Background: an optimization exercise with open tools, aiming at small area. Do not read the settings as production practice.
Function was checked by simulation only, so behaviour that the tests miss may differ from the original.
Power is estimated from default activity; no workload was simulated.

File: flow/design.v
`timescale 1ns / 1ps
module stg_game(
	clk,
	rst,
	tick_1ms,
	btnstate,
	switch,
	planex,
	planey,
	mybx,
	myby,
	bossx,
	bossy,
	enmx1,
	enmy1,
	enmx2,
	enmy2,
	enmx3,
	enmy3,
	enmx4,
	enmy4,
	bigbulletx1,
	bigbullety1,
	bigbulletx2,
	bigbullety2,
	bulletx1,
	bullety1,
	bulletx2,
	bullety2,
	bulletx3,
	bullety3,
	bulletx4,
	bullety4,
	bulletx5,
	bullety5,
	bulletx6,
	bullety6,
	bulletx7,
	bullety7,
	bulletx8,
	bullety8,
	bulletx9,
	bullety9,
	bulletx10,
	bullety10,
	bulletx11,
	bullety11,
	bulletx12,
	bullety12,
	life,
	boss,
	enma1,
	enma2,
	enma3,
	enma4,
	gameclear
	);
input clk;
input rst;
input tick_1ms;
input [3:0]btnstate;
input switch;
output [9:0]planex;
output [9:0]planey;
output [9:0]mybx;
output [9:0]myby;
output [9:0]bossx;
output [9:0]bossy;
output [9:0]enmx1;
output [9:0]enmy1;
output [9:0]enmx2;
output [9:0]enmy2;
output [9:0]enmx3;
output [9:0]enmy3;
output [9:0]enmx4;
output [9:0]enmy4;
output [9:0]bigbulletx1;
output [9:0]bigbullety1;
output [9:0]bigbulletx2;
output [9:0]bigbullety2;
output [9:0]bulletx1;
output [9:0]bullety1;
output [9:0]bulletx2;
output [9:0]bullety2;
output [9:0]bulletx3;
output [9:0]bullety3;
output [9:0]bulletx4;
output [9:0]bullety4;
output [9:0]bulletx5;
output [9:0]bullety5;
output [9:0]bulletx6;
output [9:0]bullety6;
output [9:0]bulletx7;
output [9:0]bullety7;
output [9:0]bulletx8;
output [9:0]bullety8;
output [9:0]bulletx9;
output [9:0]bullety9;
output [9:0]bulletx10;
output [9:0]bullety10;
output [9:0]bulletx11;
output [9:0]bullety11;
output [9:0]bulletx12;
output [9:0]bullety12;
output reg [2:0]life;
output boss;
output enma1,enma2,enma3,enma4;
output gameclear;
function [9:0] inc10;
	input [9:0] a; input c;
	integer i; reg k;
	begin
		k=c;
		for(i=0;i<10;i=i+1) begin inc10[i]=a[i]^k; k=a[i]&k; end
	end
endfunction
function [9:0] dec10;
	input [9:0] a; input c;
	integer i; reg k;
	begin
		k=c;
		for(i=0;i<10;i=i+1) begin dec10[i]=a[i]^k; k=~a[i]&k; end
	end
endfunction
function [9:0] updn10;
	input [9:0] a; input up;
	integer i; reg k;
	begin
		k=1'b1;
		for(i=0;i<10;i=i+1) begin updn10[i]=a[i]^k; k=k&~(a[i]^up); end
	end
endfunction
function [9:0] sub10;
	input [9:0] a; input [9:0] b;
	integer i; reg k;
	begin
		k=1'b1;
		for(i=0;i<10;i=i+1) begin
			sub10[i]=a[i]^~b[i]^k;
			k=(a[i]&~b[i])|(a[i]&k)|(~b[i]&k);
		end
	end
endfunction
function [9:0] add10;
	input [9:0] a; input [9:0] b;
	integer i; reg k;
	begin
		k=1'b0;
		for(i=0;i<10;i=i+1) begin
			add10[i]=a[i]^b[i]^k;
			k=(a[i]&b[i])|(a[i]&k)|(b[i]&k);
		end
	end
endfunction
function [8:0] inc9; input [8:0] a; input c; reg [9:0] t; begin t=inc10({1'b0,a},c); inc9=t[8:0]; end endfunction
function [8:0] dec9; input [8:0] a; input c; reg [9:0] t; begin t=dec10({1'b0,a},c); dec9=t[8:0]; end endfunction
function [8:0] add9; input [8:0] a; input [8:0] b; reg [9:0] t; begin t=add10({1'b0,a},{1'b0,b}); add9=t[8:0]; end endfunction
function [8:0] sub9; input [8:0] a; input [8:0] b; reg [9:0] t; begin t=sub10({1'b0,a},{1'b0,b}); sub9=t[8:0]; end endfunction
function lt10;
	input [9:0] a; input [9:0] b;
	integer i; reg k;
	begin
		k=1'b0;
		for(i=0;i<10;i=i+1) k=(~a[i]&b[i])|(~(a[i]^b[i])&k);
		lt10=k;
	end
endfunction
reg [3:0] cnter;         
reg step;                
reg shot, shot_d;        
reg pend;                
reg [2:0] sc;            
reg [8:0] px;            
reg [9:0] py;
reg [8:0] mx;            
reg [9:0] my;
reg [8:0] bx;            
reg [5:0] hp1,hp2,hp3,hp4;    
reg [8:0] hpb;           
reg [8:0] ex1,ey1,ex2,ey2,ex3,ey3,ex4,ey4;
reg [2:0] fn;            
reg [4:0] c30;           
reg [8:0] bby;           
reg [8:0] b1x,b1y,b2x,b2y,b3x,b3y,b4x,b4y,b5x,b5y,b6x,b6y,b7x,b7y,b8x,b8y;
reg [9:0] b9x,b9y,b10x,b10y,b11x,b11y,b12x,b12y;
assign planex={1'b0,px};
assign planey=py;
assign mybx={1'b0,mx};
assign myby=my;
assign bossx={1'b0,bx};
assign bossy=10'd166;
assign enmx1={1'b0,ex1}; assign enmy1={1'b0,ey1};
assign enmx2={1'b0,ex2}; assign enmy2={1'b0,ey2};
assign enmx3={1'b0,ex3}; assign enmy3={1'b0,ey3};
assign enmx4={1'b0,ex4}; assign enmy4={1'b0,ey4};
wire bact = bby[8]|bby[7];            
assign bigbulletx1 = bact ? 10'd260 : 10'd0;
assign bigbulletx2 = bact ? 10'd428 : 10'd0;
assign bigbullety1 = {1'b0,bby};
assign bigbullety2 = {1'b0,bby};
assign bulletx1={1'b0,b1x}; assign bullety1={1'b0,b1y};
assign bulletx2={1'b0,b2x}; assign bullety2={1'b0,b2y};
assign bulletx3={1'b0,b3x}; assign bullety3={1'b0,b3y};
assign bulletx4={1'b0,b4x}; assign bullety4={1'b0,b4y};
assign bulletx5={1'b0,b5x}; assign bullety5={1'b0,b5y};
assign bulletx6={1'b0,b6x}; assign bullety6={1'b0,b6y};
assign bulletx7={1'b0,b7x}; assign bullety7={1'b0,b7y};
assign bulletx8={1'b0,b8x}; assign bullety8={1'b0,b8y};
assign bulletx9=b9x;   assign bullety9=b9y;
assign bulletx10=b10x; assign bullety10=b10y;
assign bulletx11=b11x; assign bullety11=b11y;
assign bulletx12=b12x; assign bullety12=b12y;
wire hp1nz = |hp1;
assign enma1 = hp1nz;
assign enma2 = (|hp2[3:0])|hp1[4]|hp1[5];
assign enma3 = (|hp3[3:0])|hp1[4]|hp1[5];
assign enma4 = (|hp4[3:0])|hp1[4]|hp1[5];
wire enma = hp1nz|(|hp2[3:0])|(|hp3[3:0])|(|hp4[3:0]);
wire hpbnz = |hpb;
assign boss = hpbnz & ~enma;
assign gameclear = ~switch & ~hpbnz;
wire gameover = ~switch & ~life[2];
wire c10 = cnter[3]&cnter[1];
wire [9:0] cntn = inc10({6'd0,cnter},1'b1);
always @(posedge clk) begin
	if(rst) begin
		cnter<=0;
		step<=0;
	end
	else begin
		step<=tick_1ms&c10;
		if(tick_1ms) cnter<= c10 ? 4'd0 : cntn[3:0];
	end
end
always @(posedge clk) begin
	if(rst) begin
		life<=3'b111;
		shot_d<=0;
	end
	else begin
		shot_d<=shot;
		if(switch) life<=3'b111;
		else if(shot&&!shot_d) life<={life[1:0],1'b0};
	end
end
always @(posedge clk) begin
	if(rst) bx<=0;
	else if(boss) bx<=inc9(bx,bx!=9'd344);
	else bx<=0;
end
wire pxnz = |px;     
wire pyge90 = ~lt10(py,10'd90);
wire pyle453 = lt10(py,10'd454);
wire mvup = btnstate[0] & pxnz & ~lt10(py,10'd91) & pyle453;
wire mvlf = btnstate[1] & ~lt10({1'b0,px},10'd200) & pyge90 & pyle453;
wire mvdn = btnstate[3] & pxnz & pyge90 & lt10(py,10'd453);
wire mvrt = btnstate[2] & pxnz & lt10({1'b0,px},10'd489) & pyge90 & pyle453;
wire [9:0] pyud = updn10(py, gameover | ~mvup);
wire [9:0] pxud = updn10({1'b0,px}, ~mvlf);
always @(posedge clk) begin
	if(rst) begin px<=9'd344; py<=10'd413; end
	else if(step) begin
		if(gameover) begin px<=0; py<=pyud; end
		else if(mvup) py<=pyud;
		else if(mvlf) px<=pxud[8:0];
		else if(mvdn) py<=pyud;
		else if(mvrt) px<=pxud[8:0];
		else if(!pxnz) begin px<=9'd344; py<=10'd413; end
	end
end
wire [9:0] dbx = sub10({1'b0,mx},{1'b0,bx});
wire hitb = ~lt10({1'b0,bx},10'd41) & (lt10(dbx,10'd42) | ~lt10(dbx,10'd983)) & lt10(my,10'd191);
function ehit;
	input [8:0] mxx; input [9:0] myy; input [8:0] ex; input [8:0] ey;
	reg [9:0] dx, dy;
	begin
		dx = sub10({1'b0,mxx},{1'b0,ex});
		dy = sub10(myy,{1'b0,ey});
		ehit = ~lt10({1'b0,ex},10'd15) & (lt10(dx,10'd15) | ~lt10(dx,10'd1010))
		     & ~lt10({1'b0,ey},10'd18) & (lt10(dy,10'd18) | ~lt10(dy,10'd1007));
	end
endfunction
wire hit1 = ehit(mx,my,ex1,ey1);
wire hit2 = ehit(mx,my,ex2,ey2);
wire hit3 = ehit(mx,my,ex3,ey3);
wire hit4 = ehit(mx,my,ex4,ey4);
wire [9:0] hp1t=dec10({4'd0,hp1},hp1nz), hp2t=dec10({4'd0,hp2},|hp2), hp3t=dec10({4'd0,hp3},|hp3), hp4t=dec10({4'd0,hp4},|hp4);
wire [5:0] hp1d=hp1t[5:0], hp2d=hp2t[5:0], hp3d=hp3t[5:0], hp4d=hp4t[5:0];
wire mtop = lt10(my,10'd72);
always @(posedge clk) begin
	if(rst) begin
		hp1<=6'd60; hp2<=6'd60; hp3<=6'd60; hp4<=6'd60; hpb<=9'd300;
		mx<=px; my<=py;
	end
	else if(tick_1ms) begin
		if(switch) begin
			hp1<=6'd60; hp2<=6'd60; hp3<=6'd60; hp4<=6'd60; hpb<=9'd300;
		end
		else begin
			if(hitb|hit1|hit2|hit3|hit4|mtop) begin mx<=px; my<=py; end
			else my<=dec10(my,1'b1);
			if(hitb) hpb<=dec9(hpb,hpbnz);
			else if(hit1) hp1<=hp1d;
			else if(hit2) hp2<=hp2d;
			else if(hit3) hp3<=hp3d;
			else if(hit4) hp4<=hp4d;
		end
	end
end
function [17:0] enmA;    
	input [8:0] x; input [8:0] y; input [5:0] hp; input [8:0] cap;
	begin
		if(lt10(10'd40,{4'd0,hp})) enmA = {x, lt10({1'b0,y},{1'b0,cap}) ? inc9(y,1'b1) : cap};
		else if(lt10(10'd20,{4'd0,hp})) enmA = {lt10({1'b0,x},10'd504) ? inc9(x,1'b1) : 9'd184, y};
		else if(hp==6'd0) enmA = {9'd0, y};
		else if(lt10({1'b0,x},10'd344)) enmA = {inc9(x,1'b1), add9(x,9'd87)};
		else if(lt10({1'b0,x},10'd504)) enmA = {inc9(x,1'b1), sub9(9'd263,x)};
		else enmA = {9'd184, 9'd271};
	end
endfunction
function [17:0] enmB;
	input [8:0] x; input [8:0] y; input [5:0] hp; input [8:0] cap;
	begin
		if(lt10(10'd40,{4'd0,hp})) enmB = {x, lt10({1'b0,y},{1'b0,cap}) ? inc9(y,1'b1) : cap};
		else if(lt10(10'd20,{4'd0,hp})) enmB = {lt10({1'b0,x},10'd504) ? inc9(x,1'b1) : 9'd184, y};
		else if(hp==6'd0) enmB = {9'd0, y};
		else if(lt10(10'd344,{1'b0,x})) enmB = {dec9(x,1'b1), sub9(x,9'd233)};
		else if(lt10(10'd184,{1'b0,x})) enmB = {dec9(x,1'b1), sub9(9'd455,x)};
		else enmB = {9'd504, 9'd271};
	end
endfunction
wire [17:0] e1n = enmA(ex1,ey1,hp1,9'd200);
wire [17:0] e2n = enmB(ex2,ey2,hp2,9'd150);
wire [17:0] e3n = enmB(ex3,ey3,hp3,9'd150);
wire [17:0] e4n = enmA(ex4,ey4,hp4,9'd200);
always @(posedge clk) begin
	if(rst) begin
		ex1<=0; ey1<=0; ex2<=0; ey2<=0; ex3<=0; ey3<=0; ex4<=0; ey4<=0;
	end
	else if(step) begin
		if(switch) begin
			ex1<=9'd248; ey1<=9'd40;
			ex2<=9'd312; ey2<=9'd40;
			ex3<=9'd376; ey3<=9'd40;
			ex4<=9'd440; ey4<=9'd40;
		end
		else begin
			{ex1,ey1}<=e1n;
			{ex2,ey2}<=e2n;
			{ex3,ey3}<=e3n;
			{ex4,ey4}<=e4n;
		end
	end
end
function oob;    
	input [9:0] x; input [9:0] y;
	oob = lt10(x,10'd184) | lt10(10'd504,x) | lt10(y,10'd61) | lt10(10'd471,y);
endfunction
wire [9:0] fnt = inc10({7'd0,fn},~&fn);
wire [2:0] fnn = fnt[2:0];
wire [9:0] c30t = inc10({5'd0,c30},1'b1);
wire [4:0] c30n = c30t[4:0];
wire c30top = c30[4]&c30[3]&c30[2]&c30[1];    
always @(posedge clk) begin
	if(rst) begin fn<=0; c30<=0; end
	else if(step) begin
		if(switch) begin fn<=0; c30<=0; end
		else if(boss) begin
			if(c30top) begin
				c30<=0;
				fn<=fnn;
			end
			else c30<=c30n;
		end
		else c30<=0;
	end
end
wire [6:0] fst;
assign fst[0] = ~fn[2]&~fn[1]&~fn[0];
assign fst[1] = ~fn[2]&~fn[1];
assign fst[2] = ~fn[2]&~(fn[1]&fn[0]);
assign fst[3] = ~fn[2];
assign fst[4] = ~fn[2]|(~fn[1]&~fn[0]);
assign fst[5] = ~fn[2]|~fn[1];
assign fst[6] = ~(fn[2]&fn[1]&fn[0]);
always @(posedge clk) begin
	if(rst) bby<=0;
	else if(step) begin
		if(boss&&!switch) begin
			if(!bact || lt10(10'd471,{1'b0,bby})) bby<=9'd190;
			else bby<=inc9(bby,1'b1);
		end
		else bby<=0;
	end
end
function [17:0] bstr;
	input [8:0] x; input [8:0] y; input [8:0] ex; input [8:0] ey; input f; input [8:0] cx;
	reg o;
	begin
		o = oob({1'b0,x},{1'b0,y});
		if(!boss) bstr = (o|switch) ? {ex,ey} : {x, inc9(y,1'b1)};
		else bstr = (f|o) ? {cx,9'd221} : {x, inc9(y,1'b1)};
	end
endfunction
function [17:0] bdia;
	input [8:0] x; input [8:0] y; input [8:0] ex; input [8:0] ey; input mv; input bs; input f; input [8:0] cx;
	reg o;
	begin
		o = oob({1'b0,x},{1'b0,y});
		if(!bs) bdia = (o|switch) ? {ex,ey} : mv ? {inc9(x,1'b1), inc9(y,1'b1)} : {x,y};
		else bdia = (f|o) ? {cx,9'd221} : {x, inc9(y,1'b1)};
	end
endfunction
function [19:0] bback;
	input [9:0] x; input [9:0] y; input [8:0] ex; input [8:0] ey; input ld;
	begin
		bback = ((oob(x,y)|switch)&ld) ? {1'b0,ex,1'b0,ey} : {dec10(x,1'b1), inc10(y,1'b1)};
	end
endfunction
wire hp1le40 = lt10({4'd0,hp1},10'd41);
wire hp2le40 = lt10({4'd0,hp2},10'd41);
wire hp3le40 = lt10({4'd0,hp3},10'd41);
wire hp4le40 = lt10({4'd0,hp4},10'd41);
wire [17:0] n1 = bstr(b1x,b1y,ex1,ey1,fst[0],9'd294);
wire [17:0] n2 = bstr(b2x,b2y,ex2,ey2,fst[1],9'd344);
wire [17:0] n3 = bstr(b3x,b3y,ex3,ey3,fst[2],9'd394);
wire [17:0] n4 = bstr(b4x,b4y,ex4,ey4,fst[3],9'd419);
wire [17:0] n5 = bdia(b5x,b5y,ex1,ey1,hp1le40,boss,fst[4],9'd369);
wire [17:0] n6 = bdia(b6x,b6y,ex2,ey2,hp2le40,boss,fst[5],9'd319);
wire [17:0] n7 = bdia(b7x,b7y,ex3,ey3,hp3le40,boss,fst[6],9'd269);
wire [17:0] n8 = bdia(b8x,b8y,ex4,ey4,hp4le40,1'b0,1'b0,9'd0);
wire [19:0] n9 = bback(b9x,b9y,ex1,ey1,hp1le40);
wire [19:0] n10 = bback(b10x,b10y,ex2,ey2,hp2le40);
wire [19:0] n11 = bback(b11x,b11y,ex3,ey3,hp3le40);
wire [19:0] n12 = bback(b12x,b12y,ex4,ey4,hp4le40);
always @(posedge clk) begin
	if(rst) begin
		b1x<=0; b1y<=0; b2x<=0; b2y<=0; b3x<=0; b3y<=0; b4x<=0; b4y<=0;
		b5x<=0; b5y<=0; b6x<=0; b6y<=0; b7x<=0; b7y<=0; b8x<=0; b8y<=0;
		b9x<=0; b9y<=0; b10x<=0; b10y<=0; b11x<=0; b11y<=0; b12x<=0; b12y<=0;
	end
	else if(step) begin
		{b1x,b1y}<=n1; {b2x,b2y}<=n2; {b3x,b3y}<=n3; {b4x,b4y}<=n4;
		{b5x,b5y}<=n5; {b6x,b6y}<=n6; {b7x,b7y}<=n7; {b8x,b8y}<=n8;
		{b9x,b9y}<=n9; {b10x,b10y}<=n10; {b11x,b11y}<=n11; {b12x,b12y}<=n12;
	end
end
wire pyok = ~lt10(py,10'd6) & lt10(py,10'd1018);
function shit;
	input [9:0] x; input [9:0] y; input [8:0] pxx; input [9:0] pyy;
	reg [9:0] dx, dy;
	begin
		dx = sub10(x,{1'b0,pxx});
		dy = sub10(y,pyy);
		shit = (lt10(dx,10'd6) | ~lt10(dx,10'd1019)) & (lt10(dy,10'd6) | ~lt10(dy,10'd1019));
	end
endfunction
wire [9:0] sct = inc10({7'd0,sc},1'b1);
wire [2:0] scn = sct[2:0];
reg [9:0] sa_x, sa_y, sb_x, sb_y;
always @(*) begin
	case(sc)
	3'd0: begin sa_x={1'b0,b1x}; sa_y={1'b0,b1y}; sb_x={1'b0,b7x}; sb_y={1'b0,b7y}; end
	3'd1: begin sa_x={1'b0,b2x}; sa_y={1'b0,b2y}; sb_x={1'b0,b8x}; sb_y={1'b0,b8y}; end
	3'd2: begin sa_x={1'b0,b3x}; sa_y={1'b0,b3y}; sb_x=b9x; sb_y=b9y; end
	3'd3: begin sa_x={1'b0,b4x}; sa_y={1'b0,b4y}; sb_x=b10x; sb_y=b10y; end
	3'd4: begin sa_x={1'b0,b5x}; sa_y={1'b0,b5y}; sb_x=b11x; sb_y=b11y; end
	default: begin sa_x={1'b0,b6x}; sa_y={1'b0,b6y}; sb_x=b12x; sb_y=b12y; end
	endcase
end
wire hsa = shit(sa_x,sa_y,px,py);
wire hsb = shit(sb_x,sb_y,px,py);
wire [9:0] dby = sub10({1'b0,bby},py);
wire hbig = bact & ((~lt10({1'b0,px},10'd236) & lt10({1'b0,px},10'd285)) | (~lt10({1'b0,px},10'd404) & lt10({1'b0,px},10'd453)))
          & (lt10(dby,10'd25) | ~lt10(dby,10'd1000));
wire hnow = hbig | (pxnz & pyok & (hsa|hsb));
always @(posedge clk) begin
	if(rst) begin
		sc<=0; pend<=0; shot<=0;
	end
	else begin
		sc<=scn;
		if(step) begin
			shot<=pend|hnow;
			pend<=0;
		end
		else pend<=pend|hnow;
	end
end
endmodule
File: flow/run.sh
#!/bin/bash
# synth_recipe.tcl (not shown) runs the flow's synth.tcl, then flattens the netlist and writes it again
# the make line also repeats each setting of config.mk as NAME=value (left out here)
make -C /OpenROAD-flow-scripts/flow DESIGN_CONFIG=/design/flow/config.mk WORK_HOME=/design/flow/orfs CLKGATE_MAP_FILE= SYNTH_SCRIPT=/design/flow/synth_recipe.tcl finish
File: flow/config.mk
export PLATFORM = sky130hd
export DESIGN_NAME = stg_game
export DESIGN_NICKNAME = stg_game
export VERILOG_FILES = /design/flow/design.v
export SDC_FILE = /design/flow/constraint.sdc
export NUM_CORES = 4
export LEC_CHECK = 0
export CAP_MARGIN = 20
export CORE_MARGIN = 2
export CORE_UTILIZATION = 40
export PLACE_DENSITY = 0.6
export SLEW_MARGIN = 20
File: flow/constraint.sdc
create_clock -name core_clock -period 10.0 [get_ports {clk}]
set_input_delay 2.0000 -clock core_clock [delete_from_list [all_inputs] [get_ports {clk}]]
set_output_delay 2.0000 -clock core_clock [all_outputs]
set_load 0.01 [all_outputs]
==> notes.md <==
Die:
- The number of core rows is 101.
- The initial utilization of the core area, before any placement, comes to 40.2%.
- The top-level I/O count is 437.
- The core area is 75600 um^2.
- The overall die area is 78100 um^2.
- The die width is 279 um.
- The die height is 279 um.

Synth:
- The portion of the post-synthesis area used by sequential elements is 27.5%.
- In this run the cell area of the synthesized design comes to 30400 um^2.
- The share of synthesized flip-flops with an asynchronous set or reset is 0%.
- The number of distinct library cells after synthesis is 93.
- The count of state elements after synthesis is 407.
- The number of instances in the synthesized netlist is 3550.
- Dividing the synthesized area by the synthesized cell count gives 8.55 um^2.
- The most used flip-flop cell after synthesis is sky130_fd_sc_hd__dfxtp_1.
- The count of flip-flops with a built-in enable after synthesis is 19.
- The number of synthesis warnings is 1.

Worst setup path:
- The endpoint identified for the worst register-to-register timing path is mx[3]$_DFFE_PP_.
- The setup path with the least slack is of type reg2reg.
- The data arrival at the endpoint of the critical path is 7310 ps.
- Data on the critical path is required at its endpoint by 10290 ps.
- The number of cells on the worst reg-to-reg path is 18.
- The setup slack of the most critical reg-to-reg path is 2970 ps.
- The worst setup path is launched from a flip-flop.
- The endpoint class of the critical path is a flip-flop.
- Along the worst path, the maximum fanout reaches 11.
- The start of the worst register-to-register path is mx[0]$_DFFE_PP_.

Worst hold path:
- The hold path startpoint is sc[0]$_SDFF_PP0_.
- The worst hold endpoint is sc[0]$_SDFF_PP0_.
- The worst hold path belongs to the class reg2reg.
- The number of cells on the worst hold path is 1.

Route:
- Summed over all layers, the routed wires come to 136 mm.
- After detailed routing, the number of remaining DRC violations is 0.
- Before antenna repair, the detailed router went through 11 iterations.
- The number of nets still failing antenna checks after routing is 0.
- Dividing the detail-routed wire length by the instance count gives 28.0 um.
- The detailed router finished its first iteration with 4068 violations.
- The overall via count from detail_route is 30396.
- The average via count per standard cell is 6.26.

Global route:
- The via count of the first global-routing pass is 27658.
- The maximum number of pins on one net before global-route repair is 84.
- The initial antenna violation count is 3.
- Summed over all layers, the global routing overflow is 0.
- Global routing used 33.5% of the available tracks.
- The first-pass GRT wire length is 194 mm.

CTS:
- TritonCTS built the clock tree.
- The tree is rooted in a sky130_fd_sc_hd__clkbuf_16.
- Gates resized during post-CTS repair numbered 0.
- The source-to-sink clock delay at the later pin of the worst-skew pair is 630 ps.
- The number of buffers between clock root and the deepest sink is 3.
- The number of CTS-inserted buffers is 51.
- The number of H-tree levels is 2.
- The clock net in this run drives a total of 407 sinks.
- The clock input transition at the sequential cells of the worst setup and hold paths is 60 ps.
- The number of setup buffers added after CTS is 0.
- Buffers inserted to repair hold after CTS numbered 0.

STA:
- Setup repair after global routing left no endpoint under its margin.
- The number of slew-limit violations in the final report is 0.
- The actual transition at the worst max-transition pin is 1060 ps.
- The maximum operating frequency is 0.142 GHz.
- The time the final worst path needs with I/O delays and setup is 7030 ps.
- The total negative slack for setup checks is 0 ps.
- The share of the cycle needed by the critical path after routing is 70.3%.
- The minimum setup slack in the final design is 2970 ps.
- The number of endpoints with negative hold slack in the final report came to 0.
- Headroom to the max-slew limit came out at 29.2%.
- For the final database, setup skew stands at 32.5 ps.
- The final-report setup violation count is 0.

Finish:
- The post-route standard cell area excluding fillers is 36600 um^2.
- The antenna diode count is 0.
- For this run, the number of standard cells in the final layout without fillers is 4854.
- The fraction of layout instances using a drive strength above 1 is 6.24%.
- The most common cell after layout, fill and taps aside is sky130_fd_sc_hd__dfxtp_1.
- The net count of the finished layout is 4321.
- The area of the multi-input gates is 20000 um^2.
- The area taken by flip-flops and latches is 8340 um^2.
- The filler cell count in the final layout is 7329.
- Leaving out fill and tap cells, the most frequent cells in the layout are sky130_fd_sc_hd__dfxtp_1, sky130_fd_sc_hd__clkdlybuf4s50_1, sky130_fd_sc_hd__ha_1.
- Compared with the post-synthesis result, the final layout area differs by 20.7%.

Pwr:
- The switching power summed over all nets is 0.000993 W.
- The internal power of the cells is 0.00284 W.
- Net switching is 25.9% of the power.
- The part of the total power dissipated in the clock network is 50.0%.
- The total power per unit cell area is 105 nW/um^2.
- The total power is 0.00383 W.
- Summed over all cells, the static leakage comes to 14.0 nW.
- Combinational cells account for 6.8% of the total power.
- Of the total power, registers draw 43.2%.
- Across the VDD grid, the largest voltage drop is 0.126 mV.

Status:
- The flow ran to the end and the layout has no timing, DRC or antenna violations.

Placement:
- The final HPWL from detailed placement is 103 mm.
- The last weighted congestion value of the routability-driven placer is 0.997.
- The cell count after placement is 4760.
- The minimum setup slack after placement is 3020 ps.
- The placed cell area is 34900 um^2.
- The count of buffers inserted at the top-level ports is 384.

Flow run:
- Max-cap violations in this run came to 0.
-- registers in the layout, summed over array words and instances (netlist names), 10 cells and up --
| register | count |
|---|---|
| b10x | 10 |
| py | 10 |
| my | 10 |
| b11x | 10 |
| b12y | 10 |
| b12x | 10 |
| b9x | 10 |
| b9y | 10 |
| b10y | 10 |
| b11y | 10 |
-- cell type report --
| cell class | instances | share of cell area [%] |
|---|---|---|
| clock buffer | 77 | 4.14 |
| clock inverter | 17 | 0.488 |
| inverter | 275 | 2.82 |
| multi-input combinational | 2646 | 54.5 |
| sequential | 407 | 22.8 |
| tap | 978 | 3.34 |
| timing repair buffer | 454 | 11.9 |
-- Yosys cell counts (70+ instances only) --
cell type / n / area, um^2
sky130_fd_sc_hd__dfxtp_1: 388 / 7770
sky130_fd_sc_hd__ha_1: 366 / 4580
sky130_fd_sc_hd__nor2_1: 304 / 1140
sky130_fd_sc_hd__inv_1: 273 / 1020
sky130_fd_sc_hd__a21oi_1: 240 / 1200
sky130_fd_sc_hd__nand2_1: 237 / 890
sky130_fd_sc_hd__o21ai_0: 187 / 936
sky130_fd_sc_hd__clkbuf_1: 184 / 691
sky130_fd_sc_hd__fa_1: 112 / 2240
sky130_fd_sc_hd__nand3_1: 109 / 546
sky130_fd_sc_hd__o211ai_1: 102 / 766
sky130_fd_sc_hd__a211oi_1: 92 / 691
sky130_fd_sc_hd__nor3_1: 78 / 390
sky130_fd_sc_hd__a22oi_1: 70 / 526
sky130_fd_sc_hd__buf_4: 70 / 526
-- routing by layer --
layer  vias to the layer above  part of all wire [%]  global-route usage [%]
met5                         -                 0.084                    1.06
met4                         2                   5.7                    16.5
met3                       336                    11                    8.18
met2                      1805                    43                    50.4
met1                     14690                    40                    44.9
li1                      13563                     -                       -
-- power by group through the flow --
stage,Clock [W],Combinational (W),Sequential (W)
3_5_place_dp,0,0.000253,0.00169
5_1_grt,0.00200,0.000288,0.00166
3_3_place_gp,0,0.000252,0.00169
6_report,0.00192,0.000261,0.00166
2_1_floorplan,0,0.000193,0.00168
4_1_cts,0.00193,0.000255,0.00166
-- critical path, cell delays in order (launching register included) --
cell and delay, ps:
sky130_fd_sc_hd__edfxtp_1 390, sky130_fd_sc_hd__inv_1 430, sky130_fd_sc_hd__ha_1 240, sky130_fd_sc_hd__inv_1 50
sky130_fd_sc_hd__fa_1 370, sky130_fd_sc_hd__fa_1 390, sky130_fd_sc_hd__fa_1 390, sky130_fd_sc_hd__fa_1 380
sky130_fd_sc_hd__fa_1 400, sky130_fd_sc_hd__fa_1 410, sky130_fd_sc_hd__fa_1 380, sky130_fd_sc_hd__inv_1 80
sky130_fd_sc_hd__fa_1 420, sky130_fd_sc_hd__and4b_1 220, sky130_fd_sc_hd__o21ai_0 410, sky130_fd_sc_hd__nor2_1 220
sky130_fd_sc_hd__nor4_2 520, sky130_fd_sc_hd__and3_1 670, sky130_fd_sc_hd__nor2b_1 340
-- metrics by stage --
stage               hold slack [ps]  util (%)
finish                          460      48.5
CTS                             461      48.5
detailed placement              448      46.2
floorplan                       418         -
global placement                443      46.2
global route                    503      48.5
-- worst max path at each step --
| stage | start | end | slack (ps) | depth (start not counted) |
|---|---|---|---|---|
| floorplan | sc[2]$_SDFF_PP0_ | pend$_SDFF_PP0_ | 3570 | 24 |
| global placement | my[0]$_DFFE_PP_ | mx[3]$_DFFE_PP_ | 3170 | 17 |
| detailed placement | my[0]$_DFFE_PP_ | mx[8]$_DFFE_PP_ | 3020 | 17 |
| CTS | my[0]$_DFFE_PP_ | mx[3]$_DFFE_PP_ | 3020 | 17 |
| global route | my[0]$_DFFE_PP_ | mx[3]$_DFFE_PP_ | 2610 | 18 |
| finish | mx[0]$_DFFE_PP_ | mx[3]$_DFFE_PP_ | 2970 | 18 |
-- logic make-up after synthesis --
group	count (synthesis)	synth area share, %
AOI/OAI and AO/OA	1046	23.8
and+or+nand+nor	975	15.6
buffers and inverters	547	7.69
adders and majority gates	478	22.5
DFF	407	27.5
muxes	58	1.94
xor gates and xnor gates	37	1.07
other	2	0.0247

## re-timing with driven ports
The results above use ideal ports. As a check the final layout listed here was re-extracted and re-timed, cells and wires unchanged. Step 1 sets driving cells, clkbuf_16 on the clock port and buf_2 on the other inputs (assumed; they add their load-dependent delay and slew). Step 2, shift: input delay + t, output delay - t, t = (earliest + latest rising clock arrival at the registers) / 2. This alone moves slack from input paths to output paths. Three values: no drivers, after step 1, after step 2; two values: the first two.
t, ns: 0.684
setup WS [ns]: 2.972 / 2.972 / 2.972
cell pins on the clock port's net: 1
After both steps this run still meets setup and hold. For this run, drivers alone change the setup slack by 0.000 ns; drivers and shift together by 0.000 ns.
